From an optimization exercise on the open Yosys and OpenROAD flow, aimed at small area and a short achievable clock period; shortcuts taken in it are not production practice.

## Integrator
module Integrator
          (clk,
           reset,
           In,
           Out);
  input   clk;
  input   reset;
  input   signed [21:0] In;
  output  signed [21:0] Out;
  reg  [20:0] x1;
  reg  [20:0] x2;
  reg  [21:0] y1;
  reg  [21:0] y2;
  wire [20:0] x = In[20:0];
  wire fs0 = 1'b1 ^ x1[0] ^ ~x2[1];
  wire fc0 = (1'b1 & x1[0]) | (1'b1 & ~x2[1]) | (x1[0] & ~x2[1]);
  wire fs1 = x1[1] ^ ~x2[2] ^ fc0;
  wire fc1 = (x1[1] & ~x2[2]) | (x1[1] & fc0) | (~x2[2] & fc0);
  wire fs2 = x1[2] ^ ~x2[3] ^ fc1;
  wire fc2 = (x1[2] & ~x2[3]) | (x1[2] & fc1) | (~x2[3] & fc1);
  wire fs3 = x1[3] ^ ~x2[0] ^ ~x2[4];
  wire fc3 = (x1[3] & ~x2[0]) | (x1[3] & ~x2[4]) | (~x2[0] & ~x2[4]);
  wire fs4 = fs3 ^ fc2 ^ ~x[0];
  wire fc4 = (fs3 & fc2) | (fs3 & ~x[0]) | (fc2 & ~x[0]);
  wire fs5 = 1'b1 ^ x1[0] ^ x1[4];
  wire fc5 = (1'b1 & x1[0]) | (1'b1 & x1[4]) | (x1[0] & x1[4]);
  wire fs6 = ~x2[1] ^ ~x2[5] ^ fc3;
  wire fc6 = (~x2[1] & ~x2[5]) | (~x2[1] & fc3) | (~x2[5] & fc3);
  wire fs7 = fs5 ^ fs6 ^ ~x[1];
  wire fc7 = (fs5 & fs6) | (fs5 & ~x[1]) | (fs6 & ~x[1]);
  wire fs8 = ~x[5] ^ fc4 ^ fs7;
  wire fc8 = (~x[5] & fc4) | (~x[5] & fs7) | (fc4 & fs7);
  wire fs9 = x1[1] ^ x1[5] ^ ~x2[2];
  wire fc9 = (x1[1] & x1[5]) | (x1[1] & ~x2[2]) | (x1[5] & ~x2[2]);
  wire fs10 = ~x2[6] ^ fc5 ^ fs9;
  wire fc10 = (~x2[6] & fc5) | (~x2[6] & fs9) | (fc5 & fs9);
  wire fs11 = fc6 ^ fs10 ^ ~x[2];
  wire fc11 = (fc6 & fs10) | (fc6 & ~x[2]) | (fs10 & ~x[2]);
  wire fs12 = ~x[6] ^ fc7 ^ fs11;
  wire fc12 = (~x[6] & fc7) | (~x[6] & fs11) | (fc7 & fs11);
  wire fs13 = x1[2] ^ x1[6] ^ ~x2[0];
  wire fc13 = (x1[2] & x1[6]) | (x1[2] & ~x2[0]) | (x1[6] & ~x2[0]);
  wire fs14 = ~x2[3] ^ ~x2[7] ^ fc9;
  wire fc14 = (~x2[3] & ~x2[7]) | (~x2[3] & fc9) | (~x2[7] & fc9);
  wire fs15 = fs13 ^ fc10 ^ fs14;
  wire fc15 = (fs13 & fc10) | (fs13 & fs14) | (fc10 & fs14);
  wire fs16 = x[0] ^ x[3] ^ x[7];
  wire fc16 = (x[0] & x[3]) | (x[0] & x[7]) | (x[3] & x[7]);
  wire fs17 = fs15 ^ fc11 ^ ~fs16;
  wire fc17 = (fs15 & fc11) | (fs15 & ~fs16) | (fc11 & ~fs16);
  wire fs18 = 1'b1 ^ x1[0] ^ x1[3];
  wire fc18 = (1'b1 & x1[0]) | (1'b1 & x1[3]) | (x1[0] & x1[3]);
  ...
==> flow/config.mk <==
export PLATFORM = sky130hd
export DESIGN_NAME = Integrator
export DESIGN_NICKNAME = Integrator
export VERILOG_FILES = /design/flow/design.v
export SDC_FILE = /design/flow/constraint.sdc
export NUM_CORES = 4
export LEC_CHECK = 0
export CAP_MARGIN = 20
export CORE_MARGIN = 2
export CORE_UTILIZATION = 40
export SLEW_MARGIN = 20
==> flow/constraint.sdc <==
create_clock -name core_clock -period 14.0 [get_ports {clk}]
set_input_delay 2.8000 -clock core_clock [delete_from_list [all_inputs] [get_ports {clk}]]
set_output_delay 2.8000 -clock core_clock [all_outputs]
set_load 0.01 [all_outputs]
run.sh (not shown) runs the stock make flow with config.mk's settings and CLKGATE_MAP_FILE= SYNTH_SCRIPT=/design/flow/synth_recipe.tcl, a recipe that flattens the netlist after the stock synthesis.
Rerun with:
Settings changed: ABC_CLOCK_PERIOD_IN_PS set to 5000, SETUP_SLACK_MARGIN set to 5.
=> Maximum frequency climbs by 14%; sequential share of layout area shrinks by 1.7 points; final cell count came out higher by 4.0%.
No run of this note included a check of the RTL's function; only the layout flow was run.

afterwards: timing with drivers on the ports:
How much do the figures lean on ideal ports? The routed layouts below were timed once more, with nothing changed but the port constraints. Step 1 (the two cells are an assumption about what drives the block):
set clk [get_ports {clk}]
set_driving_cell -lib_cell sky130_fd_sc_hd__clkbuf_16 $clk
set_driving_cell -lib_cell sky130_fd_sc_hd__buf_2 [delete_from_list [all_inputs] $clk]
Step 2 times the ports against the registers' clock, not the clock port: input delays grow and output delays shrink by t, the midpoint of the rising clock arrivals with the driver on. Slacks: ideal ports / drivers / drivers and shift; pairs: ideal ports / drivers.
run | shift t [ns] | setup slack, ns | worst setup path after step 2
the first run | 0.385 | 2.981 / 2.950 / 2.950 | input to output
the second run | 0.378 | 4.340 / 4.292 / 4.292 | input to output
After both steps setup and hold are still met in every run listed. The setup slack of the second run, which loses most, moves by -0.048 ns with the drivers and by -0.048 ns with both steps.
